This design comes from an exercise in tuning for a short achievable clock period and few clock cycles on the open sky130 flow, not from production work. RTL that was checked went through simulation tests only; none was proved equivalent to the original. No functional check of the RTL was part of run 1. Power figures rest on the tool's default switching activity, not on a simulated workload.

==> flow/design.v, too long to show whole: its modules and the start of the top module <==
// module mul_tree: 900 lines
// module mul_final: 326 lines
// module pipeline_top: 315 lines
// module fpred: 21 lines
module pipeline_top (
    input clk, rstn,
    output reg halt_out,
    output [31:0] imem_addr,
    input [31:0] imem_rdata,
    output [31:0] dmem_addr,
    output [31:0] dmem_wdata,
    output [1:0] dmem_size,
    output dmem_we,
    input [31:0] dmem_rdata
);
  // ...
==> flow/flow/run.sh <==
#!/bin/bash
# The standard layout, with fast buffers (instead of the default pick, a delay
# cell) on the input and output ports. make's output goes to make.log here.
set -euo pipefail
bash standard.sh finish "BUFFER_PORTS_ARGS=-buffer_cell sky130_fd_sc_hd__buf_4" > make.log 2>&1
==> flow/standard.sh <==
#!/bin/bash
# synth_recipe.tcl (not shown) runs the flow's synth.tcl, then flattens the netlist and writes it again
# the make line also repeats each setting of config.mk as NAME=value (left out here)
make -C /OpenROAD-flow-scripts/flow DESIGN_CONFIG=/design/flow/config.mk WORK_HOME=/design/flow/orfs CLKGATE_MAP_FILE= SYNTH_SCRIPT=/design/flow/synth_recipe.tcl "${@:-finish}"
==> flow/config.mk <==
export PLATFORM = sky130hd
export DESIGN_NAME = pipeline_top
export DESIGN_NICKNAME = pipeline_top
export VERILOG_FILES = /design/flow/design.v
export SDC_FILE = /design/flow/constraint.sdc
export NUM_CORES = 4
export LEC_CHECK = 0
export CAP_MARGIN = 20
export CORE_MARGIN = 2
export CORE_UTILIZATION = 60
export GPL_TIMING_DRIVEN = 1
export SLEW_MARGIN = 20
export SYNTH_HIERARCHICAL = 1
==> flow/constraint.sdc <==
create_clock -name core_clock -period 30.0 [get_ports {clk}]
set_input_delay 6.0000 -clock core_clock [delete_from_list [all_inputs] [get_ports {clk}]]
set_output_delay 6.0000 -clock core_clock [all_outputs]
set_load 0.01 [all_outputs]
==> impl_summary.log, run 1 <==
INFO  metric run_status = timing/DRC/antenna clean
INFO  metric inverters = 865
INFO  metric synth_sequential_area_ratio = 46.4%
INFO  metric power.share.clock = 24.6%
INFO  metric design_power_total = 9.55 mW
INFO  metric top_register = rf
INFO  metric critical_path_peak_fanout = 19
INFO  metric flops_and_latches = 1,688
INFO  metric post_synth_arst_share = 10.7%
INFO  metric worst-path-stages = 22
INFO  metric port-buffer-count = 143
INFO  metric slowest_stage = sky130_fd_sc_hd__o32ai_1
INFO  metric synth_mux_area_share = 3.15%
INFO  metric ctsLongestPathBuffers = 3
INFO  metric routed-via-count = 82,800
INFO  metric timing.final.crit_share = 25.5%
INFO  metric wl_met1 = 141,000 um
INFO  metric netlist_top_cells_count = 1,056 x sky130_fd_sc_hd__edfxtp_1, 860 x sky130_fd_sc_hd__inv_1, 654 x sky130_fd_sc_hd__nand2_1
INFO  metric placed_cells = 10,900
INFO  metric proportion_of_final_cell_area_spent_on_non_clock_buffers = 3.05%
INFO  metric synth_warnings = 7
INFO  metric finalSetupTns = 0 ns
INFO  metric antenna_cells = 16
INFO  metric wire_length_of_the_first_global_routing_pass = 585,000 um
INFO  metric cts_tree = yes
INFO  metric timing.final.crit_period = 7.65 ns
INFO  metric regArea = 45,400 um^2
INFO  metric holdPathEnd = rd_m[1]
INFO  metric path_buf_inv = 3
==> module pipeline_top, before the edit <==
module pipeline_top (
    input clk, rstn,
    output reg halt_out,
    output [31:0] imem_addr,
    input [31:0] imem_rdata,
    output [31:0] dmem_addr,
    output [31:0] dmem_wdata,
    output [1:0] dmem_size,
    output dmem_we,
    input [31:0] dmem_rdata
);
reg  [9:0]  pc_f;             
reg  [9:0]  ia_f;             
reg         lc_v;
reg  [4:0]  lc_rd;
reg  [11:0] lc_val;
reg         v_d;
reg  [31:0] ir_d;
reg  [9:0]  pc_d;
reg         pt_d;             
reg  [31:1] sel1_d, sel2_d;   
reg         eq1e, eq1m, eq1w, eq2e, eq2m, eq2w;
reg         v_e, wr_e, ld_e, st_e, mul_e, halt_e;
reg  [4:0]  rd_e;
reg  [31:0] a_e, b_e, imm_e, res_d_e;
reg  [31:0] ma_e, mb_e;       
reg         fa_w_e, fb_w_e;   
reg         bimm_e;           
reg         early_e;          
reg         sub_e, sra_e;
reg         add_e;            
reg  [2:0]  f3_e;             
reg  [2:0]  mf3_e;            
reg         chk_e;            
reg         pred_e;           
reg  [9:0]  alt_e;            
reg         wr_m, ld_m, mul_m;
reg         we_m;             
reg  [4:0]  rd_m;
reg  [31:0] res_m;
reg  [31:0] da_m;             
reg  [31:0] sd_m;             
reg  [1:0]  ds_m;             
reg  [2:0]  f3_m;
reg  [191:0] rows_m;
reg         wr_w;
reg  [4:0]  rd_w;
reg  [31:0] res_w;
reg  [31:0] rf [1:31];
reg         stopped;          
integer r, k;
wire [31:0] wb_w = res_w;
always @(posedge clk) begin
    if (wr_w) rf[rd_w] <= wb_w;
end
wire [31:0] a_x = fa_w_e ? wb_w : a_e;
wire [31:0] b_x = fb_w_e ? wb_w : b_e;
wire [31:0] bo_x = bimm_e ? imm_e : b_x;
wire [31:0] q_x = sub_e ? ~bo_x : bo_x;     
wire [31:0] sum_x = a_x + q_x + {31'b0, sub_e};
wire        lt_x  = $signed(a_x) < $signed(bo_x);
wire        ltu_x = a_x < bo_x;
wire [31:0] sll_x = a_x << bo_x[4:0];
wire [31:0] srl_x = $signed({sra_e & a_x[31], a_x}) >>> bo_x[4:0];
reg  [31:0] alu_x;
always @(*) begin
    case (f3_e)
        3'd0: alu_x = sum_x;
        3'd1: alu_x = sll_x;
        3'd2: alu_x = {31'b0, lt_x};
        3'd3: alu_x = {31'b0, ltu_x};
        3'd4: alu_x = a_x ^ bo_x;
        3'd5: alu_x = srl_x;
        3'd6: alu_x = a_x | bo_x;
        default: alu_x = a_x & bo_x;
    endcase
end
wire [31:0] res_x = early_e ? res_d_e : alu_x;
wire eq_x   = a_x == b_x;
wire blt_x  = $signed(a_x) < $signed(b_x);
wire bltu_x = a_x < b_x;
wire cond_x = mf3_e[2] ? ((mf3_e[1] ? bltu_x : blt_x) ^ mf3_e[0]) : (eq_x ^ mf3_e[0]);
wire e_mis  = v_e & chk_e & (cond_x != pred_e);
wire [191:0] rows_x;
wire [31:0] ma_x = fa_w_e ? wb_w : ma_e;
wire [31:0] mb_x = fb_w_e ? wb_w : mb_e;
mul_tree MT (.a(ma_x), .b(mb_x), .rows(rows_x));
wire [6:0] op_d = ir_d[6:0];
wire [2:0] f3_d = ir_d[14:12];
wire [4:0] rs1_d = ir_d[19:15];
wire [4:0] rs2_d = ir_d[24:20];
wire [4:0] rd_d = ir_d[11:7];
wire is_op_d    = op_d == 7'b0110011;
wire is_opi_d   = op_d == 7'b0010011;
wire is_st_d    = op_d == 7'b0100011;
wire is_ld_d    = op_d == 7'b0000011;
wire is_br_d    = op_d == 7'b1100011;
wire is_jalr_d  = op_d == 7'b1100111;
wire is_jal_d   = op_d == 7'b1101111;
wire is_auipc_d = op_d == 7'b0010111;
wire is_lui_d   = op_d == 7'b0110111;
wire is_halt_d  = ~(is_op_d | is_opi_d | is_st_d | is_ld_d | is_br_d | is_jalr_d |
                    is_jal_d | is_auipc_d | is_lui_d);
wire is_mul_d   = is_op_d & ir_d[25];
wire use1_d = is_op_d | is_opi_d | is_st_d | is_ld_d | is_br_d | is_jalr_d;
wire use2_d = is_op_d | is_st_d | is_br_d;
wire wr_d   = (is_op_d | is_opi_d | is_ld_d | is_jalr_d | is_jal_d | is_auipc_d | is_lui_d) &
              (rd_d != 5'd0);
wire [31:0] immI = {{20{ir_d[31]}}, ir_d[31:20]};
wire [31:0] immS = {{20{ir_d[31]}}, ir_d[31:25], ir_d[11:7]};
wire [31:0] immU = {ir_d[31:12], 12'b0};
wire m_late = ld_m | mul_m;                 
wire e_slow = ~early_e;                     
wire m1_e = v_e & eq1e;
wire m2_e = v_e & eq2e;
wire m1_m = eq1m;
wire m2_m = eq2m;
wire m1_w = eq1w;
wire m2_w = eq2w;
reg  [31:0] rf1, rf2;
always @(*) begin
    rf1 = 32'b0;
    rf2 = 32'b0;
    for (r = 1; r < 32; r = r + 1) begin
        rf1 = rf1 | (rf[r] & {32{sel1_d[r]}});
        rf2 = rf2 | (rf[r] & {32{sel2_d[r]}});
    end
end
wire [31:0] f1_d = m1_e ? res_d_e : m1_m ? res_m : m1_w ? wb_w : rf1;
wire [31:0] f2_d = m2_e ? res_d_e : m2_m ? res_m : m2_w ? wb_w : rf2;
wire ok1_d = ~(m1_e & e_slow) & ~(~m1_e & m1_m & m_late);
wire ok2_d = ~(m2_e & e_slow) & ~(~m2_e & m2_m & m_late);
wire [31:0] a_d = (m1_e & e_slow) ? res_x : f1_d;
wire [31:0] b_d = (m2_e & e_slow) ? res_x : f2_d;
wire d_wait = (use1_d & m1_e & (ld_e | mul_e)) | (use2_d & m2_e & (ld_e | mul_e)) |
              (is_jalr_d & ~ok1_d);
wire eq_d  = f1_d == f2_d;
wire lt_d  = $signed(f1_d) < $signed(f2_d);
wire ltu_d = f1_d < f2_d;
wire cond_d = f3_d[2] ? ((f3_d[1] ? ltu_d : lt_d) ^ f3_d[0]) : (eq_d ^ f3_d[0]);
wire        s1_d = m1_e & e_slow & ~m2_e;    
wire        s2_d = m2_e & e_slow & ~m1_e;
wire [31:0] so_d = s1_d ? f2_d : f1_d;      
wire [31:0] qe_d = (bimm_e ? imm_e : b_e) ^ {32{sub_e}};
wire [31:0] sx_d = a_e ^ qe_d ^ so_d;       
wire [31:0] sm_d = (a_e & qe_d) | (a_e & sx_d) | (qe_d & sx_d);
wire        seq_d = (sx_d[0] == sub_e) & (sx_d[31:1] == sm_d[30:0]);
wire        sok_d = (s1_d | s2_d) & add_e & ~f3_d[2] & ~fa_w_e & ~fb_w_e;
wire rs_same_d = rs1_d == rs2_d;
wire br_fast_d = (ok1_d & ok2_d) | sok_d | rs_same_d;
wire br_cond_d = rs_same_d ? (f3_d[2] ? f3_d[0] : ~f3_d[0]) :
                 (ok1_d & ok2_d) ? cond_d : (seq_d ^ f3_d[0]);
wire br_pred_d = ir_d[31];                          
wire br_take_d = br_fast_d ? br_cond_d : br_pred_d;
wire [9:0] pc1_d   = pc_d + 10'd1;
wire [9:0] brtgt_d = pc_d + {ir_d[7], ir_d[30:25], ir_d[11:9]};
wire [9:0] jtgt_d  = pc_d + {ir_d[19:12], ir_d[20], ir_d[30:22]};
wire [11:0] jrsum_d = f1_d[11:0] + ir_d[31:20];
wire [9:0] jrtgt_d = jrsum_d[11:2];
wire take_d = is_jal_d | is_jalr_d | (is_br_d & br_take_d);
wire d_ok    = v_d & ~e_mis & ~stopped;
wire d_stall = v_d & ~stopped & d_wait;         
wire d_go    = d_ok & ~d_wait;                  
wire jr_ok   = pt_d & (jrtgt_d == pc_f);            
wire d_redir = d_go & (is_jalr_d ? ~jr_ok : (take_d ^ pt_d));
wire d_halt  = d_go & is_halt_d;
wire d_end   = v_d & ~stopped & ~d_wait & is_halt_d;    
wire        d_const = v_d & ~stopped & (is_lui_d | is_auipc_d) & (rd_d != 5'd0);
wire        d_kill  = v_d & ~stopped & wr_d & (rd_d == lc_rd);
wire        lk_v    = d_const | (lc_v & ~d_kill);
wire [4:0]  lk_rd   = d_const ? rd_d : lc_rd;
wire [11:0] lk_val  = d_const ? (is_auipc_d ? {pc_d, 2'b00} : 12'd0) : lc_val;
wire [9:0]  pc_seq;            
wire        pt_f;              
fpred FP (.pc(pc_f), .ins(imem_rdata), .lk_v(lk_v), .lk_rd(lk_rd), .lk_val(lk_val),
          .nxt(pc_seq), .taken(pt_f));
wire [31:0] prod_m;
mul_final MF (.rows(rows_m), .p(prod_m));
reg  [31:0] ld_val_m;
always @(*) begin
    case (f3_m[1:0])
        2'b00: begin
            case (res_m[1:0])
                2'd0: ld_val_m[7:0] = dmem_rdata[7:0];
                2'd1: ld_val_m[7:0] = dmem_rdata[15:8];
                2'd2: ld_val_m[7:0] = dmem_rdata[23:16];
                default: ld_val_m[7:0] = dmem_rdata[31:24];
            endcase
            ld_val_m[31:8] = {24{~f3_m[2] & ld_val_m[7]}};
        end
        2'b01: begin
            ld_val_m[15:0] = res_m[1] ? dmem_rdata[31:16] : dmem_rdata[15:0];
            ld_val_m[31:16] = {16{~f3_m[2] & ld_val_m[15]}};
        end
        default: ld_val_m = dmem_rdata;
    endcase
end
assign dmem_addr  = da_m;
assign dmem_wdata = sd_m;
assign dmem_size  = ds_m;
assign dmem_we    = we_m;
assign imem_addr  = {20'b0, ia_f, 2'b00};
wire       f_hold = d_stall | stopped | d_end;
wire       d_brv   = v_d & is_br_d;
wire       d_jrmis = v_d & is_jalr_d & ~jr_ok;
wire       d_jmis  = v_d & is_jal_d & ~pt_d;
wire       use_seq = ~e_mis & (d_brv ? (br_take_d == pt_d) : ~(d_jrmis | d_jmis));
wire [9:0] oth_nxt = e_mis ? alt_e : d_brv ? (pt_d ? pc1_d : brtgt_d) : d_jrmis ? jrtgt_d : jtgt_d;
wire [9:0] pc_nxt  = use_seq ? pc_seq : oth_nxt;
always @(posedge clk or negedge rstn) begin
    if (!rstn) begin
        pc_f <= 10'd0;
        ia_f <= 10'd0;
        lc_v <= 1'b0;
        lc_rd <= 5'd0;
        lc_val <= 12'd0;
        v_d <= 1'b0;
        ir_d <= 32'b0;
        pc_d <= 10'd0;
        pt_d <= 1'b0;
        sel1_d <= 31'b0;
        sel2_d <= 31'b0;
        eq1e <= 1'b0; eq1m <= 1'b0; eq1w <= 1'b0;
        eq2e <= 1'b0; eq2m <= 1'b0; eq2w <= 1'b0;
        v_e <= 1'b0; wr_e <= 1'b0; ld_e <= 1'b0; st_e <= 1'b0; mul_e <= 1'b0;
        halt_e <= 1'b0; chk_e <= 1'b0;
        rd_e <= 5'd0;
        fa_w_e <= 1'b0; fb_w_e <= 1'b0;
        wr_m <= 1'b0; ld_m <= 1'b0; mul_m <= 1'b0; we_m <= 1'b0; rd_m <= 5'd0;
        wr_w <= 1'b0; rd_w <= 5'd0;
        stopped <= 1'b0;
        halt_out <= 1'b0;
    end else begin
        if (e_mis | ~f_hold) pc_f <= pc_nxt;
        if (e_mis | ~d_stall) ia_f <= pc_nxt;
        if (~f_hold) begin
            ir_d <= imem_rdata;
            pc_d <= pc_f;
            pt_d <= pt_f;
            eq1e <= wr_d & (rd_d == imem_rdata[19:15]);
            eq2e <= wr_d & (rd_d == imem_rdata[24:20]);
            eq1m <= v_e & wr_e & (rd_e == imem_rdata[19:15]);
            eq2m <= v_e & wr_e & (rd_e == imem_rdata[24:20]);
            eq1w <= wr_m & (rd_m == imem_rdata[19:15]);
            eq2w <= wr_m & (rd_m == imem_rdata[24:20]);
            for (r = 1; r < 32; r = r + 1) begin
                sel1_d[r] <= imem_rdata[19:15] == r;
                sel2_d[r] <= imem_rdata[24:20] == r;
            end
        end
        if (f_hold) begin
            eq1e <= 1'b0;
            eq2e <= 1'b0;
            eq1m <= m1_e;
            eq2m <= m2_e;
            eq1w <= m1_m;
            eq2w <= m2_m;
        end
        v_d <= e_mis ? 1'b0 : f_hold ? (v_d & ~stopped & ~d_end) : ~d_redir;
        if (d_halt) stopped <= 1'b1;
        if (d_go) begin
            lc_v <= lk_v;
            lc_rd <= lk_rd;
            lc_val <= lk_val;
        end
        v_e    <= d_go;
        wr_e   <= d_go & wr_d;
        ld_e   <= d_go & is_ld_d;
        st_e   <= d_go & is_st_d;
        mul_e  <= d_go & is_mul_d;
        halt_e <= d_go & is_halt_d;
        chk_e  <= d_go & is_br_d & ~br_fast_d;
        rd_e   <= rd_d;
        fa_w_e <= d_go & use1_d & ~m1_e & m1_m & m_late;
        fb_w_e <= d_go & use2_d & ~m2_e & m2_m & m_late;
        wr_m  <= v_e & wr_e;
        ld_m  <= v_e & ld_e;
        mul_m <= v_e & mul_e;
        we_m  <= v_e & st_e;
        rd_m  <= rd_e;
        wr_w <= wr_m;
        rd_w <= rd_m;
        halt_out <= halt_out | (v_e & halt_e) |
                    (d_halt & ~(v_e & st_e));
    end
end
always @(posedge clk) begin
    a_e <= a_d;
    if (is_mul_d) begin
        ma_e <= a_d;
        mb_e <= b_d;
    end
    b_e <= b_d;
    imm_e <= is_st_d ? immS : immI;
    res_d_e <= is_lui_d ? immU :
               is_auipc_d ? {ir_d[31:12], pc_d, 2'b00} :
               {19'b0, pc_d + 11'd1, 2'b00};
    early_e <= is_lui_d | is_auipc_d | is_jal_d | is_jalr_d;
    bimm_e <= ~is_op_d;
    sub_e <= is_op_d & ir_d[30] & (f3_d == 3'd0);
    add_e <= (is_op_d | is_opi_d) & (f3_d == 3'd0) & ~is_mul_d;
    sra_e <= ir_d[30];
    f3_e <= (is_ld_d | is_st_d) ? 3'd0 : f3_d;
    mf3_e <= f3_d;
    pred_e <= br_pred_d;
    alt_e <= br_pred_d ? pc1_d : brtgt_d;
    res_m <= res_x;
    da_m <= sum_x;                  
    sd_m <= b_x;
    ds_m <= mf3_e[1:0];
    f3_m <= ld_e ? mf3_e : 3'd0;
    rows_m <= rows_x;
    res_w <= ld_m ? ld_val_m : mul_m ? prod_m : res_m;
end
endmodule
==> module fpred, before the edit <==
module fpred (
    input  [9:0]  pc,
    input  [31:0] ins,
    input         lk_v,
    input  [4:0]  lk_rd,
    input  [11:0] lk_val,
    output [9:0]  nxt,
    output        taken
);
wire [6:0]  op  = ins[6:0];
wire        jal = op == 7'b1101111;
wire        bb  = (op == 7'b1100011) & ins[31];
wire        jr  = (op == 7'b1100111) & lk_v & (ins[19:15] == lk_rd);
wire [9:0]  jt  = pc + {ins[19:12], ins[20], ins[30:22]};
wire [9:0]  bt  = pc + {ins[7], ins[30:25], ins[11:9]};
wire [11:0] js  = lk_val + ins[31:20];
wire [9:0]  p1  = pc + 10'd1;
assign nxt = ({10{jal}} & jt) | ({10{bb}} & bt) | ({10{jr}} & js[11:2]) |
             ({10{~(jal | bb | jr)}} & p1);
assign taken = jal | bb | jr;
endmodule
==> run 2, diff against run 1 <==
--- a/flow/design.v
+++ b/flow/design.v
@@ -1240,6 +1240,9 @@
 reg         lc_v;
 reg  [4:0]  lc_rd;
 reg  [11:0] lc_val;
+reg         kc_v;
+reg  [4:0]  kc_rd;
+reg  [31:0] kc_val;
 reg         v_d;
 reg  [31:0] ir_d;
 reg  [9:0]  pc_d;
@@ -1376,7 +1379,7 @@
 wire br_fast_d = (ok1_d & ok2_d) | sok_d | rs_same_d;
 wire br_cond_d = rs_same_d ? (f3_d[2] ? f3_d[0] : ~f3_d[0]) :
                  (ok1_d & ok2_d) ? cond_d : (seq_d ^ f3_d[0]);
-wire br_pred_d = ir_d[31];                          
+wire br_pred_d = pt_d;                              
 wire br_take_d = br_fast_d ? br_cond_d : br_pred_d;
 wire [9:0] pc1_d   = pc_d + 10'd1;
 wire [9:0] brtgt_d = pc_d + {ir_d[7], ir_d[30:25], ir_d[11:9]};
@@ -1398,7 +1401,15 @@
 wire [11:0] lk_val  = d_const ? (is_auipc_d ? {pc_d, 2'b00} : 12'd0) : lc_val;
 wire [9:0]  pc_seq;            
 wire        pt_f;              
+wire        d_addi  = v_d & ~stopped & is_opi_d & (f3_d == 3'd0) & (rd_d != 5'd0);
+wire        d_kset  = d_addi & ((rs1_d == 5'd0) | (kc_v & (rs1_d == kc_rd)));
+wire        d_kkill = v_d & ~stopped & wr_d & (rd_d == kc_rd);
+wire        kk_v    = d_kset | (kc_v & ~d_kkill);
+wire [4:0]  kk_rd   = d_kset ? rd_d : kc_rd;
+wire [31:0] kk_val  = d_kset ? (((rs1_d == 5'd0) ? 32'd0 : kc_val) + immI) : kc_val;
+wire        kk_zero = kk_val == 32'd0;
 fpred FP (.pc(pc_f), .ins(imem_rdata), .lk_v(lk_v), .lk_rd(lk_rd), .lk_val(lk_val),
+          .kk_v(kk_v), .kk_rd(kk_rd), .kk_zero(kk_zero), .kk_neg(kk_val[31]),
           .nxt(pc_seq), .taken(pt_f));
 wire [31:0] prod_m;
 mul_final MF (.rows(rows_m), .p(prod_m));
@@ -1436,10 +1447,12 @@
 always @(posedge clk or negedge rstn) begin
     if (!rstn) begin
         pc_f <= 10'd0;
-        ia_f <= 10'd0;
         lc_v <= 1'b0;
         lc_rd <= 5'd0;
         lc_val <= 12'd0;
+        kc_v <= 1'b0;
+        kc_rd <= 5'd0;
+        kc_val <= 32'd0;
         v_d <= 1'b0;
         ir_d <= 32'b0;
         pc_d <= 10'd0;
@@ -1452,13 +1465,11 @@
         halt_e <= 1'b0; chk_e <= 1'b0;
         rd_e <= 5'd0;
         fa_w_e <= 1'b0; fb_w_e <= 1'b0;
-        wr_m <= 1'b0; ld_m <= 1'b0; mul_m <= 1'b0; we_m <= 1'b0; rd_m <= 5'd0;
+        wr_m <= 1'b0; ld_m <= 1'b0; mul_m <= 1'b0; rd_m <= 5'd0;
         wr_w <= 1'b0; rd_w <= 5'd0;
         stopped <= 1'b0;
-        halt_out <= 1'b0;
     end else begin
         if (e_mis | ~f_hold) pc_f <= pc_nxt;
-        if (e_mis | ~d_stall) ia_f <= pc_nxt;
         if (~f_hold) begin
             ir_d <= imem_rdata;
             pc_d <= pc_f;
@@ -1488,6 +1499,9 @@
             lc_v <= lk_v;
             lc_rd <= lk_rd;
             lc_val <= lk_val;
+            kc_v <= kk_v;
+            kc_rd <= kk_rd;
+            kc_val <= kk_val;
         end
         v_e    <= d_go;
         wr_e   <= d_go & wr_d;
@@ -1502,10 +1516,19 @@
         wr_m  <= v_e & wr_e;
         ld_m  <= v_e & ld_e;
         mul_m <= v_e & mul_e;
-        we_m  <= v_e & st_e;
         rd_m  <= rd_e;
         wr_w <= wr_m;
         rd_w <= rd_m;
+    end
+end
+always @(posedge clk) begin
+    if (!rstn) begin
+        ia_f <= 10'd0;
+        we_m <= 1'b0;
+        halt_out <= 1'b0;
+    end else begin
+        if (e_mis | ~d_stall) ia_f <= pc_nxt;
+        we_m <= v_e & st_e;
         halt_out <= halt_out | (v_e & halt_e) |
                     (d_halt & ~(v_e & st_e));
     end
@@ -1545,12 +1568,19 @@
     input         lk_v,
     input  [4:0]  lk_rd,
     input  [11:0] lk_val,
+    input         kk_v,
+    input  [4:0]  kk_rd,
+    input         kk_zero,
+    input         kk_neg,
     output [9:0]  nxt,
     output        taken
 );
 wire [6:0]  op  = ins[6:0];
 wire        jal = op == 7'b1101111;
-wire        bb  = (op == 7'b1100011) & ins[31];
+wire        br  = op == 7'b1100011;
+wire        kn  = kk_v & (ins[19:15] == kk_rd) & (ins[24:20] == 5'd0) & ~ins[13];
+wire        kt  = (ins[14] ? kk_neg : kk_zero) ^ ins[12];
+wire        bb  = br & (kn ? kt : ins[31]);
 wire        jr  = (op == 7'b1100111) & lk_v & (ins[19:15] == lk_rd);
 wire [9:0]  jt  = pc + {ins[19:12], ins[20], ins[30:22]};
 wire [9:0]  bt  = pc + {ins[7], ins[30:25], ins[11:9]};
==> impl_summary.log, run 2 <==
INFO  metric post_synthesis_cell_area = 101,000 um^2
INFO  metric vias_per_cell = 7.32
INFO  metric ctsRootBufferMaster = sky130_fd_sc_hd__clkbuf_16
INFO  metric detail_route.wl_per_cell = 36.5 um
INFO  metric gp_routability_congestion = 1.03
INFO  metric finalSetupTns = 0 ns (unchanged)
INFO  metric ys_ff_latch = 1,727
INFO  metric timing.final.crit_share = 27.1% (+1.6 points)
INFO  metric path_buf_inv = 1 (-2)
INFO  metric post_synth_arst_share = 12.0% (+1.3 points)
INFO  metric placementRows = 150
INFO  metric drc = 0
INFO  metric port-buffer-count = 143 (unchanged)
INFO  metric synth.avg_cell_area = 10.6 um^2
INFO  metric floorplan.core_area = 167,000 um^2
INFO  metric insertion_delay = 0.89 ns
INFO  metric worstSetupStartpointType = flop
INFO  metric synth.distinct_cells = 111
INFO  metric full_die_area = 172,000 um^2
INFO  metric synthCells = 9,526
INFO  metric relSlewSlack = 11.9%
INFO  metric first_iter_violations = 17,800
INFO  metric drtAntennaViolNets = 0
INFO  metric nNetsFinal = 10,300
INFO  metric min-delay-path-class = flop to flop
INFO  metric total_leakage_power = 44.0 nW
INFO  metric hold_buffers = 0
INFO  metric routed-via-count = 86,500 (+4.5%)
INFO  metric fmax = 123 MHz
INFO  metric number_of_hold_violations_in_the_final_report = 0
INFO  metric biggestRegsByFlops = rf: 992 flops, rows_m: 192 flops
INFO  metric totalWireLength = 431,000 um
INFO  metric req_time_crit_path = 30.76 ns
INFO  metric place.detailed.hpwl = 275,000 um
INFO  metric floorplan.initialDensity = 60.4%
INFO  metric top_register = rf
INFO  metric cp_top_family = compound AO/OA/AOI/OAI gates
INFO  metric max-vdd-ir-drop = 0.0858 mV
INFO  metric critPathCaptureType = flop
INFO  metric leftover_overflow_at_the_end_of_global_routing = 0
INFO  metric run_status = timing/DRC/antenna clean
INFO  metric most_frequent_cells_in_the_layout = 1,056 x sky130_fd_sc_hd__edfxtp_1, 885 x sky130_fd_sc_hd__inv_1, 839 x sky130_fd_sc_hd__nand2_1
INFO  metric die_h = 414 um
INFO  metric wire_length_of_the_first_global_routing_pass = 600,000 um (+2.6%)
INFO  metric cap_violations = 0
INFO  metric grt_max_degree = 107
INFO  metric grt_antenna_before_repair = 36
INFO  metric fillerInstances = 13,100
INFO  metric netlist_top_cells_count = 1,056 x sky130_fd_sc_hd__edfxtp_1, 888 x sky130_fd_sc_hd__inv_1, 842 x sky130_fd_sc_hd__nand2_1
INFO  metric slowest_stage = sky130_fd_sc_hd__o32ai_1
INFO  metric crit_path_max_incr_delay = 1.01 ns
INFO  metric first_global_vias = 82,500
INFO  metric ys_top_cells_by_area = sky130_fd_sc_hd__edfxtp_1 31%, sky130_fd_sc_hd__dfxtp_1 9.2%, sky130_fd_sc_hd__fa_1 9.1%
INFO  metric critical_path_arrival = 8.88 ns
INFO  metric timing.final.crit_period = 8.12 ns (+0.472 ns)
INFO  metric pre_cts_slack = 21.41 ns
INFO  metric layout-area-overhead-vs-synth = 9.33%
INFO  metric timing.final.max_slew_violations = 0
INFO  metric synth_warnings = 7 (unchanged)
INFO  metric synth_sequential_area_ratio = 45.7% (-0.68 points)
INFO  metric number_of_h_tree_branching_levels = 4
INFO  metric die_w = 414 um
INFO  metric crit_path_frequent_cell = sky130_fd_sc_hd__nand4_1
INFO  metric yosys.cell_count.top_type = sky130_fd_sc_hd__edfxtp_1
INFO  metric setup_violations = 0
INFO  metric crit_type = flop to flop
INFO  metric clkSlewWorstSetupHoldPaths = 0.06 ns
INFO  metric cts.repair.resized = 0
INFO  metric power_per_cell_area = 80.5 nW/um^2
INFO  metric synth-edff-count = 1,056
INFO  metric largest_register_ff_count = 992
INFO  metric cts_made_buffers = 181
INFO  metric tritoncts_num_sinks = 1,727
INFO  metric boundaryPins = 166
INFO  metric first_pass_iters = 22
INFO  metric worst_slew_pin_slew = 1.31 ns
INFO  metric grt_setup_unrepaired = false
INFO  metric ctsLongestPathBuffers = 3 (unchanged)
INFO  metric timing.clock.skew = 0.0714 ns
INFO  metric yosysTopAreaCell = sky130_fd_sc_hd__edfxtp_1
INFO  metric synth_top_flop_cell = sky130_fd_sc_hd__edfxtp_1
INFO  metric critical_path.cell_chain = buf_4 > a22o_1 > a221oi_1 > nand4_1 > o32ai_1 > o211ai_1 > o21ai_0 > mux2_2 > fa_1 > xor2_1 > nand4_1 > or4_1 > nor4_1 > nand2b_1 > mux2i_1 > nor3_1 > xnor2_1 > a41oi_1 > nand2_2 > and3_1 > o31ai_1
INFO  metric synth_top_area_share = 31.4%
INFO  metric critical_path_peak_fanout = 19 (unchanged)
INFO  metric post_route_cells_drive_above_1_share = 10.6%
INFO  metric layout_commonest_cell = sky130_fd_sc_hd__edfxtp_1
INFO  metric cts_tree = yes
INFO  metric post-cts-setup-buffers = 0
INFO  metric grt_usage = 49.2%
INFO  metric timing.final.ws_setup = 21.88 ns
run 2: worst paths after layout:
path,start,end,slack [ns],cells after the start
setup / recovery,sel2_d[6],pc_f[8],21.88,21
hold / removal,ir_d[12],mf3_e[0],0.40,0
setup reg to reg,sel2_d[6],pc_f[8],21.88,21
hold reg to reg,ir_d[12],mf3_e[0],0.40,0
max in group asynchronous,rstn,sel2_d[13],22.54,3
min in group asynchronous,rstn,lc_val[7],5.13,1
run 2: final cells by class:
| class | instances | area (um^2) | share of cell area [%] |
|---|---|---|---|
| diodes | 24 | 60.1 | 0.0544 |
| flip-flops and latches | 1727 | 46300 | 41.9 |
| multi-input cells | 6185 | 48700 | 44.1 |
| clock inverters | 105 | 1090 | 0.988 |
| well taps | 2204 | 2760 | 2.50 |
| inverters | 891 | 3340 | 3.03 |
| clock buffers | 234 | 4940 | 4.47 |
| repair buffers | 442 | 3330 | 3.01 |
run 2: per-stage QoR:
stage / hold slack (ns) / instances / power, mW / util (%) / cell area [um^2]
2_1_floorplan: 0.345 / 9561 / 5.06 / - / 101000
5_1_grt: 0.421 / 11800 / 9.15 / 66.0 / 110000
3_5_place_dp: 0.386 / 11400 / 6.43 / 62.4 / 104000
3_3_place_gp: 0.379 / 11400 / 6.39 / 62.4 / 104000
6_report: 0.400 / 11800 / 8.89 / 66.1 / 110000
4_1_cts: 0.402 / 11800 / 8.71 / 66.0 / 110000
run 2: routing by layer:
metal	wire (um)	global-route usage [%]
met1	144000	61.3
met2	171000	67.8
met3	72500	21.8
met4	42000	34.7
met5	376	1.33
run 2: per-module statistics from Yosys (local to each module, per instance):
module,area [um^2],cells inside,flops+latches
fpred,1680,220,0
mul_final,5180,636,0
mul_tree,12200,1423,0
pipeline_top,82000,7247,1727
run 2: logic make-up after synthesis:
| group | share of synthesized area [%] |
|---|---|
| AO/OA/AOI/OAI | 17.4 |
| other | 0.00743 |
| multiplexers | 2.67 |
| adder cells (fa/ha/maj) | 13.2 |
| buffers and inverters | 6.85 |
| XOR/XNOR | 3.28 |
| flip-flops | 45.7 |
| AND/OR/NAND/NOR | 10.9 |
run 2: where the power goes:
part	leakage (nW)	total, mW	switching, mW	internal (mW)
logic	25.0	3.46	2.33	1.13
registers	16.1	3.11	0.215	2.90
clock network	2.91	2.32	1.02	1.30
total	44.0	8.89	3.57	5.33
Testbench counts of run 2, summed over its fixed seeds: cycles 40,375.
==> run 3, diff against run 2 <==
--- a/flow/design.v
+++ b/flow/design.v
@@ -1399,7 +1399,7 @@
 wire        lk_v    = d_const | (lc_v & ~d_kill);
 wire [4:0]  lk_rd   = d_const ? rd_d : lc_rd;
 wire [11:0] lk_val  = d_const ? (is_auipc_d ? {pc_d, 2'b00} : 12'd0) : lc_val;
-wire [9:0]  pc_seq;            
+wire [9:0]  pc_nxt, ia_nxt;    
 wire        pt_f;              
 wire        d_addi  = v_d & ~stopped & is_opi_d & (f3_d == 3'd0) & (rd_d != 5'd0);
 wire        d_kset  = d_addi & ((rs1_d == 5'd0) | (kc_v & (rs1_d == kc_rd)));
@@ -1410,7 +1410,8 @@
 wire        kk_zero = kk_val == 32'd0;
 fpred FP (.pc(pc_f), .ins(imem_rdata), .lk_v(lk_v), .lk_rd(lk_rd), .lk_val(lk_val),
           .kk_v(kk_v), .kk_rd(kk_rd), .kk_zero(kk_zero), .kk_neg(kk_val[31]),
-          .nxt(pc_seq), .taken(pt_f));
+          .use_p(use_p), .oth_p(oth_p), .use_i(use_i), .oth_i(oth_i),
+          .nxt_p(pc_nxt), .nxt_i(ia_nxt), .taken(pt_f));
 wire [31:0] prod_m;
 mul_final MF (.rows(rows_m), .p(prod_m));
 reg  [31:0] ld_val_m;
@@ -1443,7 +1444,12 @@
 wire       d_jmis  = v_d & is_jal_d & ~pt_d;
 wire       use_seq = ~e_mis & (d_brv ? (br_take_d == pt_d) : ~(d_jrmis | d_jmis));
 wire [9:0] oth_nxt = e_mis ? alt_e : d_brv ? (pt_d ? pc1_d : brtgt_d) : d_jrmis ? jrtgt_d : jtgt_d;
-wire [9:0] pc_nxt  = use_seq ? pc_seq : oth_nxt;
+wire       en_p    = e_mis | ~f_hold;
+wire       en_i    = e_mis | ~d_stall;
+wire       use_p   = use_seq & en_p;
+wire [9:0] oth_p   = en_p ? oth_nxt : pc_f;
+wire       use_i   = rstn & use_seq & en_i;
+wire [9:0] oth_i   = ~rstn ? 10'd0 : en_i ? oth_nxt : ia_f;
 always @(posedge clk or negedge rstn) begin
     if (!rstn) begin
         pc_f <= 10'd0;
@@ -1469,7 +1475,7 @@
         wr_w <= 1'b0; rd_w <= 5'd0;
         stopped <= 1'b0;
     end else begin
-        if (e_mis | ~f_hold) pc_f <= pc_nxt;
+        pc_f <= pc_nxt;
         if (~f_hold) begin
             ir_d <= imem_rdata;
             pc_d <= pc_f;
@@ -1522,12 +1528,11 @@
     end
 end
 always @(posedge clk) begin
+    ia_f <= ia_nxt;                 
     if (!rstn) begin
-        ia_f <= 10'd0;
         we_m <= 1'b0;
         halt_out <= 1'b0;
     end else begin
-        if (e_mis | ~d_stall) ia_f <= pc_nxt;
         we_m <= v_e & st_e;
         halt_out <= halt_out | (v_e & halt_e) |
                     (d_halt & ~(v_e & st_e));
@@ -1572,7 +1577,12 @@
     input  [4:0]  kk_rd,
     input         kk_zero,
     input         kk_neg,
-    output [9:0]  nxt,
+    input         use_p,       
+    input  [9:0]  oth_p,
+    input         use_i,       
+    input  [9:0]  oth_i,
+    output [9:0]  nxt_p,
+    output [9:0]  nxt_i,
     output        taken
 );
 wire [6:0]  op  = ins[6:0];
@@ -1586,7 +1596,9 @@
 wire [9:0]  bt  = pc + {ins[7], ins[30:25], ins[11:9]};
 wire [11:0] js  = lk_val + ins[31:20];
 wire [9:0]  p1  = pc + 10'd1;
-assign nxt = ({10{jal}} & jt) | ({10{bb}} & bt) | ({10{jr}} & js[11:2]) |
+wire [9:0]  nxt = ({10{jal}} & jt) | ({10{bb}} & bt) | ({10{jr}} & js[11:2]) |
              ({10{~(jal | bb | jr)}} & p1);
 assign taken = jal | bb | jr;
+assign nxt_p = use_p ? nxt : oth_p;
+assign nxt_i = use_i ? nxt : oth_i;
 endmodule
==> flow/config.mk (replaced) <==
export PLATFORM = sky130hd
export DESIGN_NAME = pipeline_top
export DESIGN_NICKNAME = pipeline_top
export VERILOG_FILES = /design/flow/design.v
export SDC_FILE = /design/flow/constraint.sdc
export NUM_CORES = 4
export LEC_CHECK = 0
export CAP_MARGIN = 40
export CORE_MARGIN = 2
export CORE_UTILIZATION = 45
export GPL_ROUTABILITY_DRIVEN = 1
export GPL_TIMING_DRIVEN = 1
export SLEW_MARGIN = 40
export SYNTH_HIERARCHICAL = 1
==> impl_summary.log, run 3 <==
INFO  metric timing.clock.skew = 0.0567 ns (-0.0147 ns)
INFO  metric area_of_combinational_cells_with_multiple_inputs = 49,600 um^2 (+1.8%)
INFO  metric setup_violations = 0 (unchanged)
INFO  metric synth.avg_cell_area = 10.7 um^2 (+0.73%)
INFO  metric hold-worst-slack = 0.446 ns (+0.0454 ns)
INFO  metric ctsLongestPathBuffers = 3 (unchanged)
INFO  metric timing.final.max_slew_violations = 0 (unchanged)
INFO  metric critPathCaptureType = flop
INFO  metric share_comb_of_total_power = 43.7% (+4.8 points)
INFO  metric worst_slew_pin_slew = 1.08 ns (-0.231 ns)
INFO  metric netlist_top_cells_count = 1,056 x sky130_fd_sc_hd__edfxtp_1, 888 x sky130_fd_sc_hd__inv_1, 690 x sky130_fd_sc_hd__nand2_1
INFO  metric fillerInstances = 20,100 (+53%)
INFO  metric layout_commonest_cell = sky130_fd_sc_hd__edfxtp_1
INFO  metric first_iter_violations = 16,300 (-8.6%)
INFO  metric boundaryPins = 166 (unchanged)
INFO  metric regArea = 46,300 um^2 (about the same)
INFO  metric grt_max_degree = 120 (+12%)
INFO  metric drtAntennaViolNets = 0 (unchanged)
INFO  metric grt_usage = 38.4% (-11 points)
INFO  metric totalWireLength = 452,000 um (+4.9%)
INFO  metric timing.final.crit_share = 26.6% (-0.43 points)
INFO  metric first_pass_iters = 11 (-50%)
INFO  metric seq_power_share = 32.1% (-2.9 points)
INFO  metric synthCells = 9,517 (-0.094%)
INFO  metric nNetsFinal = 10,300 (-0.039%)
INFO  metric vias_per_cell = 6.77 (-7.5%)
INFO  metric total_leakage_power = 44.6 nW (+1.3%)
INFO  metric post_synthesis_cell_area = 102,000 um^2 (+0.63%)
INFO  metric finalSetupTns = 0 ns (unchanged)
INFO  metric power.net_switching = 4.24 mW (+19%)
INFO  metric synth.distinct_cells = 108 (-2.7%)
INFO  metric grt_setup_unrepaired = false
INFO  metric fmax = 125 MHz (+1.6%)
INFO  metric timing.final.crit_period = 7.99 ns (-0.128 ns)
INFO  metric cts_tree = yes
INFO  metric wire_length_of_the_first_global_routing_pass = 624,000 um (+4.0%)
INFO  metric synth_top_area_share = 31.2% (-0.20 points)
INFO  metric ctsRootBufferMaster = sky130_fd_sc_hd__clkbuf_16
INFO  metric full_die_area = 230,000 um^2 (+34%)
INFO  metric die_h = 479 um (+16%)
INFO  metric ys_ff_latch = 1,727 (unchanged)
INFO  metric synth_top_flop_cell = sky130_fd_sc_hd__edfxtp_1
INFO  metric routed-via-count = 85,300 (-1.3%)
INFO  metric number_of_hold_violations_in_the_final_report = 0 (unchanged)
INFO  metric most_frequent_cells_in_the_layout = 1,056 x sky130_fd_sc_hd__edfxtp_1, 886 x sky130_fd_sc_hd__inv_1, 688 x sky130_fd_sc_hd__nand2_1
INFO  metric crit_type = flop to flop
INFO  metric critical_path_arrival = 8.78 ns (-0.10 ns)
INFO  metric req_time_crit_path = 30.78 ns (+0.02 ns)
INFO  metric biggestRegsByFlops = rf: 992 flops, rows_m: 192 flops
INFO  metric tritoncts_num_sinks = 1,727 (unchanged)
INFO  metric gp_routability_congestion = 1.01 (-1.7%)
INFO  metric worstSetupStartpointType = flop
INFO  metric cell_internal_pwr = 5.74 mW (+7.7%)
INFO  metric finish.utilization = 50.2% (-16 points)
INFO  metric clkSlewWorstSetupHoldPaths = 0.06 ns (about the same)
INFO  metric floorplan.initialDensity = 45.3% (-15 points)
INFO  metric hold_buffers = 0 (unchanged)
INFO  metric detail_route.wl_per_cell = 35.9 um (-1.6%)
INFO  metric design_power_total = 9.97 mW (+12%)
INFO  metric synth_warnings = 7 (unchanged)
INFO  metric leftover_overflow_at_the_end_of_global_routing = 0 (unchanged)
INFO  metric fin_cells = 12,600 (+6.6%)
INFO  metric port-buffer-count = 143 (unchanged)
INFO  metric drc = 0 (unchanged)
INFO  metric insertion_delay = 0.88 ns (about the same)
INFO  metric timing.hold.worst_path_depth = 0 (unchanged)
INFO  metric dpl_cell_area = 106,000 um^2 (+1.9%)
INFO  metric worst_hold_startpoint = rd_e[3]
INFO  metric floorplan.core_area = 225,000 um^2 (+34%)
INFO  metric pre_cts_slack = 21.42 ns (+0.0179 ns)
INFO  metric post-cts-setup-buffers = 0 (unchanged)
INFO  metric critical_path_peak_fanout = 21 (+2)
INFO  metric cts.repair.resized = 0 (unchanged)
INFO  metric place.detailed.hpwl = 285,000 um (+3.9%)
INFO  metric regToRegSetupSlack = 22.01 ns (+0.13 ns)
INFO  metric post_synth_arst_share = 12.0% (unchanged)
INFO  metric power.share.clock = 24.3% (-1.8 points)
INFO  metric r2r_start = eq1w
INFO  metric die_w = 479 um (+16%)
INFO  metric synth-edff-count = 1,056 (unchanged)
INFO  metric top_register = rf
INFO  metric holdPathEnd = rd_m[3]
INFO  metric max-vdd-ir-drop = 0.0663 mV (-23%)
INFO  metric synth_sequential_area_ratio = 45.4% (-0.29 points)
INFO  metric crit-reg2reg-capture = ia_f[4]
INFO  metric relSlewSlack = 27.9% (+16 points)
INFO  metric cap_violations = 0 (unchanged)
INFO  metric number_of_h_tree_branching_levels = 4 (unchanged)
INFO  metric grt_antenna_before_repair = 28 (-22%)
INFO  metric switching_share = 42.5% (+2.4 points)
INFO  metric placementRows = 174 (+16%)
INFO  metric first_global_vias = 82,400 (-0.14%)
INFO  metric post_route_cells_drive_above_1_share = 11.6% (+1.0 points)
INFO  metric run_status = timing/DRC/antenna clean
INFO  metric reg2regPathDepth = 23 (+9.5%)
INFO  metric cts_made_buffers = 186 (+2.8%)
INFO  metric power_per_cell_area = 88.3 nW/um^2 (+9.7%)
INFO  metric min-delay-path-class = flop to flop
INFO  metric largest_register_ff_count = 992 (unchanged)
INFO  metric placed_cells = 12,200 (+6.8%)
INFO  metric timing.final.ws_setup = 22.01 ns (+0.128 ns)
INFO  metric yosysTopAreaCell = sky130_fd_sc_hd__edfxtp_1
INFO  metric layout-area-overhead-vs-synth = 11.0%
INFO  metric final_area = 113,000 um^2 (+2.2%)
INFO  metric yosys.cell_count.top_type = sky130_fd_sc_hd__edfxtp_1
INFO  metric ys_top_cells_by_area = sky130_fd_sc_hd__edfxtp_1 31%, sky130_fd_sc_hd__dfxtp_1 9.1%, sky130_fd_sc_hd__fa_1 9.0%
-- run 3: cell types whose count changed after synthesis, moves of 35 or more --
cell / previous run / this run
sky130_fd_sc_hd__nand2_1: 842 / 690
sky130_fd_sc_hd__o211ai_1: 105 / 60
sky130_fd_sc_hd__mux2i_1: 184 / 244
sky130_fd_sc_hd__a221oi_1: 325 / 287
sky130_fd_sc_hd__a21oi_1: 358 / 395
sky130_fd_sc_hd__a22oi_1: 342 / 457
sky130_fd_sc_hd__mux2_2: 74 / 109
sky130_fd_sc_hd__a22o_1: 320 / 261
sky130_fd_sc_hd__o21ai_0: 511 / 420
-- run 3: layout make-up --
cell class | count | area share, %
Inverter | 896 | 2.98
Multi-Input combinational cell | 6175 | 43.9
Antenna cell | 16 | 0.0355
Clock buffer | 227 | 4.45
Timing Repair Buffer | 438 | 3.13
Sequential cell | 1727 | 41.0
Tap cell | 2992 | 3.32
Clock inverter | 122 | 1.18
-- run 3: logic make-up after synthesis --
| family | Yosys count | share of synthesized area [%] |
|---|---|---|
| simple gates | 2178 | 10.8 |
| mux | 358 | 3.68 |
| buf+inv | 1650 | 6.80 |
| xor+xnor | 373 | 3.27 |
| flops | 1727 | 45.4 |
| fa+ha+maj | 792 | 13.1 |
| compound gates | 2437 | 16.9 |
| other cells | 2 | 0.00739 |
-- run 3: worst max path at each step --
stage              startpoint  endpoint  cells after the start  slack [ns]
3_5_place_dp    imem_rdata[4]   pc_f[5]                      8       21.42
5_1_grt              ir_d[18]   ia_f[5]                     26       22.13
4_1_cts         imem_rdata[4]   pc_f[5]                      8       22.29
2_1_floorplan  imem_rdata[25]   pc_f[7]                      9       22.16
6_report                 eq1w   ia_f[4]                     23       22.01
3_3_place_gp    imem_rdata[4]   ia_f[5]                      8       21.52
-- run 3: metal layers --
layer | track usage [%] | up-vias | share of wire [%]
met1 | 49.0 | 41800 | 36
met3 | 15.3 | 2013 | 15
met2 | 54.2 | 7495 | 40
met4 | 23.8 | 14 | 8.2
met5 | 0 | - | 0.039
li1 | - | 34000 | -
-- run 3: critical path, cell delays in order (launching register included) --
cell	delay [ns]
sky130_fd_sc_hd__dfrtp_2	0.93
sky130_fd_sc_hd__buf_4	0.58
sky130_fd_sc_hd__inv_1	0.49
sky130_fd_sc_hd__buf_4	0.50
sky130_fd_sc_hd__o32ai_1	0.63
sky130_fd_sc_hd__o211ai_1	0.16
sky130_fd_sc_hd__o21ai_0	0.29
sky130_fd_sc_hd__inv_1	0.23
sky130_fd_sc_hd__ha_1	0.36
sky130_fd_sc_hd__a21o_1	0.16
sky130_fd_sc_hd__a21o_1	0.18
sky130_fd_sc_hd__a211oi_1	0.40
sky130_fd_sc_hd__o21ai_0	0.15
sky130_fd_sc_hd__a221oi_1	0.29
sky130_fd_sc_hd__a21boi_0	0.27
sky130_fd_sc_hd__mux2i_1	0.26
sky130_fd_sc_hd__nor3_1	0.10
sky130_fd_sc_hd__o31ai_2	0.52
sky130_fd_sc_hd__xor2_1	0.36
sky130_fd_sc_hd__xor2_1	0.17
sky130_fd_sc_hd__a211oi_2	0.25
sky130_fd_sc_hd__buf_4	0.28
sky130_fd_sc_hd__nor2_1	0.10
sky130_fd_sc_hd__a31oi_1	0.14
-- run 3: per-module statistics from Yosys (local to each module, per instance) --
module / cells inside / copies in the design / flip-flops and latches
fpred: 277 / 1 / 0
mul_final: 636 / 1 / 0
mul_tree: 1423 / 1 / 0
pipeline_top: 7181 / 1 / 1727
-- run 3: power groups by stage --
stage / sequential (mW) / clock, mW / combinational [mW]
floorplan: 3.21 / 0 / 2.40
global placement: 3.22 / 0 / 4.11
detailed placement: 3.23 / 0 / 4.17
CTS: 3.18 / 2.42 / 4.20
global route: 3.21 / 2.51 / 4.61
finish: 3.20 / 2.42 / 4.35
Testbench counts of run 3, summed over its fixed seeds: cycles 40,375.
==> run 4, diff against run 3 <==
--- a/flow/design.v
+++ b/flow/design.v
@@ -1240,6 +1240,7 @@
 reg         lc_v;
 reg  [4:0]  lc_rd;
 reg  [11:0] lc_val;
+reg  [11:0] jv_d;             
 reg         kc_v;
 reg  [4:0]  kc_rd;
 reg  [31:0] kc_val;
@@ -1390,7 +1391,7 @@
 wire d_ok    = v_d & ~e_mis & ~stopped;
 wire d_stall = v_d & ~stopped & d_wait;         
 wire d_go    = d_ok & ~d_wait;                  
-wire jr_ok   = pt_d & (jrtgt_d == pc_f);            
+wire jr_ok   = pt_d & (f1_d[11:0] == jv_d);         
 wire d_redir = d_go & (is_jalr_d ? ~jr_ok : (take_d ^ pt_d));
 wire d_halt  = d_go & is_halt_d;
 wire d_end   = v_d & ~stopped & ~d_wait & is_halt_d;    
@@ -1463,6 +1464,7 @@
         ir_d <= 32'b0;
         pc_d <= 10'd0;
         pt_d <= 1'b0;
+        jv_d <= 12'd0;
         sel1_d <= 31'b0;
         sel2_d <= 31'b0;
         eq1e <= 1'b0; eq1m <= 1'b0; eq1w <= 1'b0;
@@ -1480,6 +1482,7 @@
             ir_d <= imem_rdata;
             pc_d <= pc_f;
             pt_d <= pt_f;
+            jv_d <= lk_val;
             eq1e <= wr_d & (rd_d == imem_rdata[19:15]);
             eq2e <= wr_d & (rd_d == imem_rdata[24:20]);
             eq1m <= v_e & wr_e & (rd_e == imem_rdata[19:15]);
==> impl_summary.log, run 4 <==
INFO  metric wire_length_of_the_first_global_routing_pass = 643,000 um (+3.0%)
INFO  metric floorplan.core_area = 227,000 um^2 (+1.1%)
INFO  metric cp_top_family = compound AO/OA/AOI/OAI gates
INFO  metric ctsLongestPathBuffers = 3 (unchanged)
INFO  metric timing.final.max_slew_violations = 0 (unchanged)
INFO  metric top_register = rf
INFO  metric top_usage_layer = met2
INFO  metric hold-worst-slack = 0.438 ns (-0.00765 ns)
INFO  metric ctsRootBufferMaster = sky130_fd_sc_hd__clkbuf_16
INFO  metric layout-area-overhead-vs-synth = 10.9%
INFO  metric post-cts-setup-buffers = 0 (unchanged)
INFO  metric critical_path_arrival = 8.31 ns (-0.47 ns)
INFO  metric port-buffer-count = 143 (unchanged)
INFO  metric placementRows = 175 (+0.57%)
INFO  metric grt_usage = 39.5% (+1.1 points)
INFO  metric ys_top_cells_by_area = sky130_fd_sc_hd__edfxtp_1 31%, sky130_fd_sc_hd__dfxtp_1 9.1%, sky130_fd_sc_hd__fa_1 8.9%
INFO  metric critical_path.cell_chain = buf_4 > buf_4 > a22o_1 > a221oi_1 > nand3_1 > or4_1 > a221oi_1 > mux2i_1 > fa_1 > xor2_1 > nand4_1 > nor4_1 > nand4_1 > a211oi_2 > nor3_1 > o21ai_0 > mux2_2 > a221oi_1 > nor2_1 > buf_4 > nor2_1 > a31oi_1
INFO  metric hold_buffers = 0 (unchanged)
INFO  metric boundaryPins = 166 (unchanged)
INFO  metric relSlewSlack = 28.3% (+0.40 points)
INFO  metric max-vdd-ir-drop = 0.0642 mV (-3.1%)
INFO  metric biggestRegsByFlops = rf: 992 flops, rows_m: 192 flops
INFO  metric synth_top_area_share = 30.9% (-0.27 points)
INFO  metric detail_route.wl_per_cell = 36.6 um (+2.0%)
INFO  metric floorplan.initialDensity = 45.2% (-0.080 points)
INFO  metric crit_path_max_incr_delay = 0.76 ns (-0.17 ns)
INFO  metric leftover_overflow_at_the_end_of_global_routing = 0 (unchanged)
INFO  metric first_iter_violations = 15,800 (-2.8%)
INFO  metric vias_per_cell = 6.78 (+0.15%)
INFO  metric crit-reg2reg-capture = ia_f[4]
INFO  metric fin_cells = 12,800 (+1.6%)
INFO  metric timing.final.ws_setup = 22.40 ns (+0.393 ns)
INFO  metric insertion_delay = 0.89 ns (about the same)
INFO  metric grt_antenna_before_repair = 25 (-11%)
INFO  metric first_global_vias = 83,300 (+1.1%)
INFO  metric timing.final.crit_share = 25.3% (-1.3 points)
INFO  metric place.detailed.hpwl = 296,000 um (+3.7%)
INFO  metric fillerInstances = 20,300 (+0.89%)
INFO  metric finalSetupTns = 0 ns (unchanged)
INFO  metric worstSetupStartpointType = flop
INFO  metric timing.clock.skew = 0.0617 ns (+0.00502 ns)
INFO  metric die_h = 481 um (+0.44%)
INFO  metric design_power_total = 9.06 mW (-9.2%)
INFO  metric die_w = 481 um (+0.44%)
INFO  metric number_of_hold_violations_in_the_final_report = 0 (unchanged)
INFO  metric timing.final.crit_period = 7.60 ns (-0.393 ns)
INFO  metric critPathCaptureType = flop
INFO  metric power_per_cell_area = 79.6 nW/um^2 (-9.9%)
INFO  metric nNetsFinal = 10,500 (+1.9%)
INFO  metric met3_usage = 14.3% (-1.0 points)
INFO  metric synthCells = 9,697 (+1.9%)
INFO  metric use_met1 = 51.9% (+2.8 points)
INFO  metric placed_cells = 12,400 (+1.6%)
INFO  metric post_route_cells_drive_above_1_share = 11.1% (-0.51 points)
INFO  metric post_synth_arst_share = 12.6% (+0.61 points)
INFO  metric routed-via-count = 86,800 (+1.8%)
INFO  metric timing.hold.worst_path_depth = 0 (unchanged)
INFO  metric layout_commonest_cell = sky130_fd_sc_hd__edfxtp_1
INFO  metric min-delay-path-class = flop to flop
INFO  metric dpl_cell_area = 107,000 um^2 (+0.91%)
INFO  metric post_synthesis_cell_area = 103,000 um^2 (+0.88%)
INFO  metric most_frequent_cells_in_the_layout = 1,056 x sky130_fd_sc_hd__edfxtp_1, 887 x sky130_fd_sc_hd__inv_1, 822 x sky130_fd_sc_hd__nand2_1
INFO  metric netlist_top_cells_count = 1,056 x sky130_fd_sc_hd__edfxtp_1, 887 x sky130_fd_sc_hd__inv_1, 826 x sky130_fd_sc_hd__nand2_1
INFO  metric cap_violations = 0 (unchanged)
INFO  metric grt_setup_unrepaired = false
INFO  metric number_of_h_tree_branching_levels = 4 (unchanged)
INFO  metric crit_type = flop to flop
INFO  metric grt_max_degree = 106 (-12%)
INFO  metric final_area = 114,000 um^2 (+0.73%)
INFO  metric drc = 0 (unchanged)
INFO  metric yosys.cell_count.top_type = sky130_fd_sc_hd__edfxtp_1
INFO  metric slowest_stage = sky130_fd_sc_hd__or4_1
INFO  metric synth.avg_cell_area = 10.6 um^2 (-0.99%)
INFO  metric totalWireLength = 468,000 um (+3.6%)
INFO  metric path_buf_inv = 3 (-2)
INFO  metric cts_made_buffers = 189 (+1.6%)
INFO  metric holdPathEnd = rd_m[0]
INFO  metric largest_register_ff_count = 992 (unchanged)
INFO  metric fmax = 132 MHz (+5.2%)
INFO  metric cts_tree = yes
INFO  metric total_leakage_power = 45.7 nW (+2.5%)
INFO  metric req_time_crit_path = 30.70 ns (-0.08 ns)
INFO  metric ys_ff_latch = 1,739 (+0.69%)
INFO  metric synth_warnings = 7 (unchanged)
INFO  metric tritoncts_num_sinks = 1,739 (+0.69%)
INFO  metric grt_util_met2 = 55.6% (+1.4 points)
INFO  metric synth.distinct_cells = 103 (-4.6%)
INFO  metric regToRegSetupSlack = 22.40 ns (+0.39 ns)
INFO  metric gp_routability_congestion = 0.984 (-2.6%)
INFO  metric synth_sequential_area_ratio = 45.3% (-0.10 points)
INFO  metric yosysTopAreaCell = sky130_fd_sc_hd__edfxtp_1
INFO  metric pre_cts_slack = 21.51 ns (+0.0873 ns)
INFO  metric full_die_area = 232,000 um^2 (+0.87%)
INFO  metric finish.utilization = 50.1% (-0.17 points)
INFO  metric worst_hold_startpoint = rd_e[0]
INFO  metric r2r_start = sel2_d[26]
INFO  metric cts.repair.resized = 0 (unchanged)
INFO  metric synth-edff-count = 1,056 (unchanged)
INFO  metric first_pass_iters = 14 (+3)
INFO  metric worst_slew_pin_slew = 1.07 ns (-0.00273 ns)
INFO  metric reg2regPathDepth = 22 (-4.3%)
INFO  metric synth_top_flop_cell = sky130_fd_sc_hd__edfxtp_1
INFO  metric drtAntennaViolNets = 0 (unchanged)
INFO  metric critical_path_peak_fanout = 20 (-4.8%)
INFO  metric setup_violations = 0 (unchanged)
INFO  metric run_status = timing/DRC/antenna clean
INFO  metric clkSlewWorstSetupHoldPaths = 0.06 ns (about the same)
## run 4: cell types whose count changed after synthesis, sizes merged, moves of 24 or more
| cell | previous run | this run |
|---|---|---|
| nand2 | 692 | 828 |
| mux2 | 113 | 80 |
| nor2b | 92 | 68 |
| buf | 258 | 295 |
| o21bai | 42 | 18 |
| o21ai | 427 | 451 |
## run 4: worst max-delay path by stage
| stage | to | slack, ns | cells after the start | start |
|---|---|---|---|---|
| 6_report | ia_f[4] | 22.40 | 22 | sel2_d[26] |
| 4_1_cts | pc_f[3] | 22.45 | 8 | imem_rdata[23] |
| 2_1_floorplan | pc_f[7] | 22.16 | 9 | imem_rdata[25] |
| 3_5_place_dp | pc_f[3] | 21.51 | 8 | imem_rdata[23] |
| 3_3_place_gp | sel1_d[4] | 21.39 | 3 | rstn |
| 5_1_grt | pc_f[9] | 22.23 | 25 | ir_d[19] |
## run 4: area by class of cell
type | count | area [um^2] | area share [%]
clock buffer | 236 | 5030 | 4.42
antenna | 18 | 45.0 | 0.0396
inverter | 890 | 3340 | 2.94
multi-input combinational | 6332 | 50000 | 44.0
timing repair buffer | 465 | 3830 | 3.37
sequential | 1739 | 46600 | 41.0
clock inverter | 108 | 1120 | 0.981
tap | 3009 | 3760 | 3.31
## run 4: modules after synthesis, one instance, submodules excluded
| module | flops+latches | area, um^2 | times used |
|---|---|---|---|
| pipeline_top | 1739 | 83200 | 1 |
| fpred | 0 | 1950 | 1 |
| mul_final | 0 | 5180 | 1 |
| mul_tree | 0 | 12200 | 1 |
## run 4: routing by layer
metal | part of all wire [%] | wire length (um) | vias to the layer above
met4 | 7.8 | 36600 | 14
met2 | 40 | 189000 | 7586
met5 | 0.047 | 222 | -
met1 | 37 | 173000 | 42700
li1 | - | - | 34600
met3 | 15 | 69600 | 1955
## run 4: cell families after synthesis
family | Yosys count | synth area share (%)
AO/OA/AOI/OAI | 2500 | 17.1
multiplexers | 336 | 3.43
buffers and inverters | 1661 | 6.79
XOR/XNOR | 358 | 3.08
other | 2 | 0.00732
flip-flops | 1739 | 45.3
adder cells (fa/ha/maj) | 792 | 13.0
AND/OR/NAND/NOR | 2309 | 11.2
## run 4: report_power, final
| part | total (mW) | switching [mW] | leakage [nW] | internal [mW] |
|---|---|---|---|---|
| clock network | 2.36 | 1.04 | 2.99 | 1.32 |
| registers | 3.13 | 0.218 | 16.3 | 2.92 |
| logic | 3.56 | 2.41 | 26.4 | 1.16 |
## run 4: worst reg2reg max path: cells and delay by family (launching register included)
family,cells,cell delay [ns]
AOI/OAI and AO/OA,7,2.38
and+or+nand+nor,8,1.95
buffers and inverters,3,0.93
DFF,1,0.70
muxes,2,0.59
adders and majority gates,1,0.56
xor gates and xnor gates,1,0.34
Testbench counts of run 4, summed over its fixed seeds: cycles 40,375.
==> run 5, diff against run 4 <==
--- a/flow/config.mk
+++ b/flow/config.mk
@@ -7,7 +7,7 @@
 export LEC_CHECK = 0
 export CAP_MARGIN = 40
 export CORE_MARGIN = 2
-export CORE_UTILIZATION = 45
+export CORE_UTILIZATION = 55
 export GPL_ROUTABILITY_DRIVEN = 1
 export GPL_TIMING_DRIVEN = 1
 export SLEW_MARGIN = 40
==> impl_summary.log, run 5 <==
INFO  metric yosys.area_share.xor_xnor = 3.08% (unchanged)
INFO  metric synth_mux_area_share = 3.43% (unchanged)
INFO  metric nNetsFinal = 10,500 (-0.057%)
INFO  metric synth.avg_cell_area = 10.6 um^2 (unchanged)
INFO  metric timing.final.crit_share = 26.3% (+0.97 points)
INFO  metric first_iter_violations = 16,900 (+6.4%)
INFO  metric first_pass_iters = 15 (+1)
INFO  metric ctsRootBufferMaster = sky130_fd_sc_hd__clkbuf_16
INFO  metric timing.clock.skew = 0.0761 ns (+0.0143 ns)
INFO  metric timing.critical_path.to = pc_f[6]
INFO  metric req_time_crit_path = 30.72 ns (+0.02 ns)
INFO  metric regToRegSetupSlack = 22.11 ns (-0.29 ns)
INFO  metric power_per_cell_area = 79.6 nW/um^2 (about the same)
INFO  metric place.detailed.hpwl = 285,000 um (-3.8%)
INFO  metric vias_per_cell = 7.13 (+5.0%)
INFO  metric post_route_cells_drive_above_1_share = 10.9% (-0.17 points)
INFO  metric totalWireLength = 452,000 um (-3.4%)
INFO  metric boundaryPins = 166 (unchanged)
INFO  metric crit_path_max_incr_delay = 0.66 ns (-0.10 ns)
INFO  metric leftover_overflow_at_the_end_of_global_routing = 0 (unchanged)
INFO  metric r2r_start = eq1w
INFO  metric port-buffer-count = 143 (unchanged)
INFO  metric post-cts-setup-buffers = 0 (unchanged)
INFO  metric yosysTopAreaCell = sky130_fd_sc_hd__edfxtp_1
INFO  metric number_of_h_tree_branching_levels = 4 (unchanged)
INFO  metric drc = 0 (unchanged)
INFO  metric regArea = 46,600 um^2 (about the same)
INFO  metric critical_path_peak_fanout = 26 (+30%)
INFO  metric path_buf_inv = 5 (+2)
INFO  metric worst_hold_startpoint = rd_e[3]
INFO  metric biggestRegsByFlops = rf: 992 flops, rows_m: 192 flops
INFO  metric crit-reg2reg-capture = pc_f[6]
INFO  metric crit_type = flop to flop
INFO  metric largest_register_ff_count = 992 (unchanged)
INFO  metric die_w = 436 um (-9.5%)
INFO  metric grt_usage = 46.5% (+7.0 points)
INFO  metric slowest_stage = sky130_fd_sc_hd__buf_4
INFO  metric synth_top_area_share = 30.9% (unchanged)
INFO  metric clkSlewWorstSetupHoldPaths = 0.06 ns (about the same)
INFO  metric critical_path_arrival = 8.61 ns (+0.30 ns)
INFO  metric routed-via-count = 87,400 (+0.66%)
INFO  metric die_h = 436 um (-9.5%)
INFO  metric synth_top_flop_cell = sky130_fd_sc_hd__edfxtp_1
INFO  metric ys_ff_latch = 1,739 (unchanged)
INFO  metric cap_violations = 0 (unchanged)
INFO  metric max-vdd-ir-drop = 0.0637 mV (-0.82%)
INFO  metric run_status = timing/DRC/antenna clean
INFO  metric final_area = 113,000 um^2 (-0.69%)
INFO  metric worst_slew_pin_slew = 1.10 ns (+0.0250 ns)
INFO  metric critical_path.startpoint = eq1w
INFO  metric first_global_vias = 83,600 (+0.31%)
INFO  metric wire_length_of_the_first_global_routing_pass = 626,000 um (-2.6%)
INFO  metric min-delay-path-class = flop to flop
INFO  metric synth_compound_gate_area_share = 17.1% (unchanged)
INFO  metric synthCells = 9,697 (unchanged)
INFO  metric floorplan.core_area = 185,000 um^2 (-18%)
INFO  metric cts.repair.resized = 0 (unchanged)
INFO  metric cts_made_buffers = 183 (-3.2%)
INFO  metric synth_warnings = 7 (unchanged)
INFO  metric grt_setup_unrepaired = false
INFO  metric grt_max_degree = 126 (+19%)
INFO  metric gp_routability_congestion = 1.02 (+3.2%)
INFO  metric timing.final.max_slew_violations = 0 (unchanged)
INFO  metric most_frequent_cells_in_the_layout = 1,056 x sky130_fd_sc_hd__edfxtp_1, 887 x sky130_fd_sc_hd__inv_1, 823 x sky130_fd_sc_hd__nand2_1
INFO  metric largest_family_of_logic_cells_by_synthesized_area = compound AO/OA/AOI/OAI gates
INFO  metric total_leakage_power = 45.6 nW (-0.14%)
INFO  metric post_synthesis_cell_area = 103,000 um^2 (unchanged)
INFO  metric timing.final.crit_period = 7.89 ns (+0.290 ns)
INFO  metric detail_route.wl_per_cell = 36.9 um (+0.79%)
INFO  metric hold_buffers = 0 (unchanged)
INFO  metric ys_top_cells_by_area = sky130_fd_sc_hd__edfxtp_1 31%, sky130_fd_sc_hd__dfxtp_1 9.1%, sky130_fd_sc_hd__fa_1 8.9%
run 5: cell counts after synthesis:
No cell type changed its count.
run 5: per-layer routing:
| metal | vias to the layer above | wire length (um) | GRT usage (%) |
|---|---|---|---|
| li1 | 34600 | - | - |
| met1 | 42300 | 159000 | 59.8 |
| met2 | 8128 | 181000 | 64.6 |
| met3 | 2314 | 73100 | 19.4 |
| met4 | 34 | 38100 | 28.8 |
| met5 | - | 497 | 1.46 |
run 5: worst min path at each step:
stage,to,cells past startpoint
final,rd_m[3],0
after global routing,rd_m[3],0
after global placement,rd_m[3],0
after floorplan,mf3_e[0],0
after CTS,rd_m[3],0
after detailed placement,rd_m[3],0
run 5: kinds of logic after synthesis:
logic type	after synthesis
simple gates	2309
fa+ha+maj	792
mux	336
compound gates	2500
flops	1739
xor+xnor	358
buf+inv	1661
other cells	2
run 5: layout make-up:
class                           count  share of cell area, %
Multi-Input combinational cell   6332                   44.3
Sequential cell                  1739                   41.3
Clock buffer                      250                   4.44
Timing Repair Buffer              465                   3.27
Inverter                          890                   2.96
Tap cell                         2480                   2.75
Clock inverter                     94                  0.994
Antenna cell                       15                 0.0332
run 5: modules after synthesis (local to each module, per instance):
| module | copies in the design | area, um^2 | flops+latches |
|---|---|---|---|
| fpred | 1 | 1950 | 0 |
| mul_final | 1 | 5180 | 0 |
| pipeline_top | 1 | 83200 | 1739 |
| mul_tree | 1 | 12200 | 0 |
run 5: through the flow:
step	instances	worst slack [ns]	hold WS, ns	util [%]	power (mW)
floorplan	9732	22.16	0.345	-	5.05
global placement	11900	21.53	0.437	57.3	6.48
detailed placement	11900	21.59	0.440	57.5	6.51
CTS	12200	22.47	0.453	60.8	8.83
global route	12300	22.17	0.467	60.9	9.25
finish	12300	22.11	0.457	60.9	8.99
run 5: report_power, final:
part | switching (mW) | internal (mW)
Clock | 1.04 | 1.29
Sequential | 0.242 | 2.92
Combinational | 2.35 | 1.15
Total | 3.64 | 5.36

-- re-timing with driven ports --
No port has a modelled driver above. Below, the same layouts with a new extraction and two added sets of constraints.
Step 1, drivers: a clkbuf_16 drives clk and a buf_2 each remaining input, both assumed.
Step 2 also shifts input and output timing later by t, the mid clock arrival at the registers, as if the neighbouring blocks saw the same clock.
Three values: ideal ports, drivers, drivers and shift; two values: the first two.
| run | t, ns | setup slack, ns | worst data-port slew with drivers (ns) |
|---|---|---|---|
| run 1 | 0.956 | 22.350 / 22.350 / 21.529 | 0.21 |
| run 2 | 0.948 | 21.878 / 21.878 / 21.401 | 0.20 |
| run 3 | 0.958 | 22.005 / 22.005 / 21.405 | 0.20 |
| run 4 | 0.960 | 22.398 / 22.398 / 21.533 | 0.23 |
| run 5 | 0.949 | 22.108 / 22.108 / 21.512 | 0.05 |
After both steps every run listed still meets setup and hold. The setup slack of run 4, which loses most, moves by 0.000 ns with the drivers and by -0.865 ns with both steps.
